Source: an optimization exercise on an open RTL-to-GDS flow (aim: small area and a short achievable clock period). Production flows keep margins and buffers that such runs may drop. Power is estimated from default activity; no workload was simulated.

==> trial 1: inputs <==
// ecliptic_top
module ecliptic_top
  (
   input wire          clk,
   input wire          nrst,
   input wire [31:0]   src1,
   input wire [31:0]   src2,
   input wire          bop_req,
   input wire [1:0]    bop_op,
   output logic [31:0] bop_res,
   output logic        bop_ack,
   input wire          cls_req,
   output logic [9:0]  cls_res,
   output logic        cls_ack,
   input wire          cmp_req,
   input wire [2:0]    cmp_op,
   output logic [31:0] cmp_res,
   output logic        cmp_invalid,
   output logic        cmp_ack,
   input wire          cvtw_req,
   input wire [1:0]    cvtw_rm,
   input wire          cvtw_unsigned,
   output logic [31:0] cvtw_res,
   output logic        cvtw_invalid,
   output logic        cvtw_inexact,
   output logic        cvtw_ack,
   input wire          cvts_req,
   input wire [1:0]    cvts_rm,
   input wire          cvts_unsigned,
   output logic [31:0] cvts_res,
   output logic        cvts_inexact,
   output logic        cvts_ack
   );
==> flow/config.mk <==
export PLATFORM = sky130hd
export DESIGN_NAME = ecliptic_top
export DESIGN_NICKNAME = ecliptic_top
export VERILOG_FILES = /design/flow/design.v
export SDC_FILE = /design/flow/constraint.sdc
export NUM_CORES = 4
export LEC_CHECK = 0
export ABC_AREA = 1
export CAP_MARGIN = 20
export CORE_MARGIN = 2
export CORE_UTILIZATION = 40
export CTS_BUF_LIST = sky130_fd_sc_hd__clkbuf_8
export GPL_ROUTABILITY_DRIVEN = 0
export GPL_TIMING_DRIVEN = 0
export SETUP_SLACK_MARGIN = 3.6
export SLEW_MARGIN = 20
export SYNTH_HIERARCHICAL = 1
==> flow/constraint.sdc <==
create_clock -name core_clock -period 7.5 [get_ports {clk}]
set_input_delay 1.5000 -clock core_clock [delete_from_list [all_inputs] [get_ports {clk}]]
set_output_delay 1.5000 -clock core_clock [all_outputs]
set_load 0.01 [all_outputs]
standard.sh (not shown) runs the stock make flow with config.mk's settings and CLKGATE_MAP_FILE= SYNTH_SCRIPT=/design/flow/synth_recipe.tcl, a recipe that flattens the netlist after the stock synthesis.
==> flow/flow/run.sh <==
#!/bin/bash
# Standard ORFS layout, with plain buf_1 cells as the port buffers
# instead of the default clkdlybuf4s50_1 delay cells.
set -euo pipefail
export BUFFER_PORTS_ARGS="-buffer_cell sky130_fd_sc_hd__buf_1"
bash standard.sh > standard.log 2>&1
==> trial 57 (differences from trial 1) <==
--- a/flow/design.v
+++ b/flow/design.v
@@ -20,32 +20,59 @@
     res[9] = (kind == 3'd6);
   end
 endmodule
 `default_nettype wire
 `default_nettype none
 module ecliptic_increment
-  #(parameter int W = 32)
   (
-   input wire [W-1:0]   a,
-   input wire           cin,
-   output logic [W-1:0] y
+   input wire [31:0]   a,
+   input wire          cin,
+   output logic [31:0] y
    );
-  logic [W-1:0] p;
+  logic [31:0] p;
   always_comb begin
     p = a;
-    p[0] = a[0] & cin;
-    for (int d = 1; d < W; d = d * 2)
-      for (int i = 2 * d - 1; i < W; i = i + 2 * d) p[i] = p[i] & p[i-d];
-    for (int d = 16; d >= 2; d = d / 2)
-      for (int i = 3 * d - 1; i < W; i = i + 2 * d) p[i] = p[i] & p[i-d];
+    for (int d = 1; d < 32; d = d * 2)
+      for (int i = 2 * d - 1; i < 32; i = i + 2 * d) p[i] = p[i] & p[i-d];
+    for (int d = 8; d >= 1; d = d / 2)
+      for (int i = 3 * d - 1; i < 32; i = i + 2 * d) p[i] = p[i] & p[i-d];
     y[0] = a[0] ^ cin;
-    y[1] = cin ? (a[1] ^ a[0]) : a[1];
-    for (int i = 2; i < W; i++) begin
-      if (i % 2 == 0) y[i] = a[i] ^ p[i-1];
-      else y[i] = p[i-2] ? (a[i] ^ a[i-1]) : a[i];
-    end
+    for (int i = 1; i < 32; i++) y[i] = a[i] ^ (cin & p[i-1]);
+  end
+endmodule
+module ecliptic_converter_to_float
+  (
+   input wire          sg,
+   input wire [7:0]    ex,
+   input wire [22:0]   man,
+   input wire          c,
+   input wire          g,
+   input wire          st,
+   input wire [1:0]    rm,
+   output logic [31:0] res,
+   output logic        inexact
+   );
+  logic        ru, cin;
+  logic [30:0] p;
+  always_comb begin
+    case (rm)
+      2'b00: ru = g & (st | man[0]);
+      2'b01: ru = 1'b0;
+      2'b10: ru = sg & (g | st);
+      default: ru = ~sg & (g | st);
+    endcase
+    inexact = g | st;
+    cin = c | ru;
+    p = {ex, man};
+    for (int d = 1; d < 31; d = d * 2)
+      for (int i = 2 * d - 1; i < 31; i = i + 2 * d) p[i] = p[i] & p[i-d];
+    for (int d = 8; d >= 1; d = d / 2)
+      for (int i = 3 * d - 1; i < 31; i = i + 2 * d) p[i] = p[i] & p[i-d];
+    res[31] = sg;
+    res[0] = man[0] ^ cin;
+    for (int i = 1; i < 31; i++) res[i] = (i < 23 ? man[i] : ex[i-23]) ^ (cin & p[i-1]);
   end
 endmodule
 `default_nettype wire
 `default_nettype none
 module ecliptic_top
   (
@@ -237,34 +264,29 @@
     w_sat = {cvtw_unsigned ? w_satpos : ~w_satpos, {31{w_satpos}}};
     w_inc = w_round_up & ~w_force_zero;
     w_q_n = w_inv_pre ? w_sat : w_ipx;
     w_act_n = ~w_inv_pre & (w_s ^ w_inc);
   end
   logic [31:0] cvtw_q;
-  logic        cvtw_act, cvtw_mid;
-  logic        w_mid_n;
-  assign w_mid_n = w_act_n & (&w_q_n[15:0]);
+  logic        cvtw_act;
   always_ff @(posedge clk) begin
     if (~nrst | ~cvtw_req) begin
       cvtw_ack <= '0;
       cvtw_q <= '0;
       cvtw_act <= '0;
-      cvtw_mid <= '0;
       cvtw_invalid <= '0;
       cvtw_inexact <= '0;
     end else begin
       cvtw_ack <= 1'b1;
       cvtw_q <= w_q_n;
       cvtw_act <= w_act_n;
-      cvtw_mid <= w_mid_n;
       cvtw_invalid <= w_invalid_n;
       cvtw_inexact <= w_inexact_n;
     end
   end
-  ecliptic_increment #(.W(16)) CVTW_INC_LO (.a(cvtw_q[15:0]), .cin(cvtw_act), .y(cvtw_res[15:0]));
-  ecliptic_increment #(.W(16)) CVTW_INC_HI (.a(cvtw_q[31:16]), .cin(cvtw_mid), .y(cvtw_res[31:16]));
+  ecliptic_increment CVTW_INC (.a(cvtw_q), .cin(cvtw_act), .y(cvtw_res));
   logic        f_s, f_zero, f_bzero;
   logic [31:0] f_b;
   logic [31:0] f_zv [0:5];
   logic [4:0]  f_zc [0:5][0:31];
   logic [4:0]  f_lz;
   logic [31:0] f_t [0:5];
@@ -303,44 +325,36 @@
       for (int i = 0; i < 32; i++) f_ze[l+1][i] = '0;
       for (int i = 0; i < (16 >> l); i++)
         f_ze[l+1][i] = f_zv[l][2*i+1] ? f_ze[l][2*i+1] : f_ze[l][2*i];
     end
     f_e_n = f_zero ? 8'd0 : (f_bzero ? 8'd126 : f_ze[5][0]);
   end
-  logic f_lsb, f_round_up, f_cin;
-  always_comb begin
-    f_lsb = f_t[5][8] ^ f_s;
-    case (cvts_rm)
-      2'b00: f_round_up = f_guard & (f_sticky | f_lsb);
-      2'b01: f_round_up = 1'b0;
-      2'b10: f_round_up = f_s & (f_guard | f_sticky);
-      default: f_round_up = ~f_s & (f_guard | f_sticky);
-    endcase
-    f_cin = f_carry | f_round_up;
-  end
-  logic [30:0] cvts_mag, f_mag;
-  logic        cvts_cin, cvts_mid, cvts_sg;
-  logic        f_mid;
-  assign f_mag = {f_e_n, f_t[5][30:8] ^ {23{f_s}}};
-  assign f_mid = f_cin & (&f_mag[15:0]);
+  logic [22:0] cvts_man;
+  logic [7:0]  cvts_ex;
+  logic        cvts_c, cvts_g, cvts_st, cvts_sg;
+  logic [1:0]  cvts_mode;
   always_ff @(posedge clk) begin
     if (~nrst | ~cvts_req) begin
       cvts_ack <= '0;
-      cvts_mag <= '0;
-      cvts_cin <= '0;
-      cvts_mid <= '0;
+      cvts_man <= '0;
+      cvts_ex <= '0;
+      cvts_c <= '0;
+      cvts_g <= '0;
+      cvts_st <= '0;
       cvts_sg <= '0;
-      cvts_inexact <= '0;
+      cvts_mode <= '0;
     end else begin
       cvts_ack <= 1'b1;
-      cvts_mag <= f_mag;
-      cvts_cin <= f_cin;
-      cvts_mid <= f_mid;
+      cvts_man <= f_t[5][30:8] ^ {23{f_s}};
+      cvts_ex <= f_e_n;
+      cvts_c <= f_carry;
+      cvts_g <= f_guard;
+      cvts_st <= f_sticky;
       cvts_sg <= f_s;
-      cvts_inexact <= f_guard | f_sticky;
+      cvts_mode <= cvts_rm;
     end
   end
-  ecliptic_increment #(.W(16)) CVTS_INC_LO (.a(cvts_mag[15:0]), .cin(cvts_cin), .y(cvts_res[15:0]));
-  ecliptic_increment #(.W(15)) CVTS_INC_HI (.a(cvts_mag[30:16]), .cin(cvts_mid), .y(cvts_res[30:16]));
-  assign cvts_res[31] = cvts_sg;
+  ecliptic_converter_to_float CVTS
+    (.sg(cvts_sg), .ex(cvts_ex), .man(cvts_man), .c(cvts_c), .g(cvts_g), .st(cvts_st),
+     .rm(cvts_mode), .res(cvts_res), .inexact(cvts_inexact));
 endmodule
 `default_nettype wire
GPL_ROUTABILITY_DRIVEN = default   (was 0)
GPL_TIMING_DRIVEN = default   (was 0)
==> notes <==
Against trial 57, the cell count of trial 1 is larger by about 4%. Sequential share of layout area: trial 57 is higher than trial 1 (0.54 points). Via count: trial 57 is lower than trial 1 (about 5%). Trial 1 completed with no timing, DRC or antenna violations. Trial 57 completed without violations. Of trial 1 and trial 57, trial 1 has the higher routed wire length (gap 2.9%, measured against trial 57). Between trial 1 and trial 57, the lower design area is in trial 57 (gap about 2%, measured against trial 57). Clock-buffer cell count is the same in trial 57 and trial 1. Of trial 1 and trial 57, trial 57 has the higher utilization (gap 0.59 points). Sequential power: trial 57 is larger than trial 1 (about 2%).
==> figures <==
item                                                                      trial 1        trial 57
DP HPWL                                                                  37400 um        33500 um
Layout-to-synthesis area ratio                                             1.193x          1.212x
Multi-input gate area in the final layout                              8400 sq um      8060 sq um
Worst endpoint required time                                              7920 ps         7790 ps
Metal2 WL                                                                20500 um        19600 um
Setup repair after global routing missed its margin                           yes              no
CP max stage cell                                                           buf_4         o21ai_0
Part of the power in registers                                              0.360           0.362
Post-synthesis simple-gate area fraction                                    0.466           0.441
Standard cell area after detailed placement                           13500 sq um     12700 sq um
Flip-flop and latch count after synthesis                                     143             144
Via count of the first global-routing pass                                  13592           13026
Clock tree sinks                                                              143             144
Highest clock rate                                                        265 MHz         262 MHz
Status                                                             finished clean  finished clean
Leakage power                                                             6.90 nW         6.37 nW
Global routing usage summed across all routing layers                       0.294           0.290
Number of antenna violations at the first check in global routing               1               3
No run of this note included a check of the RTL's function; only the layout flow was run.

==> static timing again, ports no longer ideal <==
How much do the figures lean on ideal ports? The routed layouts below were timed once more, with nothing changed but the port constraints.
Step 1 sets driving cells, clkbuf_16 on the clock port and buf_2 on the other inputs (assumed; they add their load-dependent delay and slew).
Step 2, shift: input delay + t, output delay - t, t = (earliest + latest rising clock arrival at the registers) / 2. This alone moves slack from input paths to output paths.
Three values: ideal, step 1, step 2; two values: the first two.
run	t (ns)	setup slack, ns	worst setup path after step 2
trial 1	0.540	3.722 / 3.691 / 3.151	input to register
trial 57	0.534	3.684 / 3.715 / 3.181	input to register
After both steps setup and hold are still met in every run listed. The setup slack of trial 1, which loses most, moves by -0.031 ns with the drivers and by -0.571 ns with both steps.
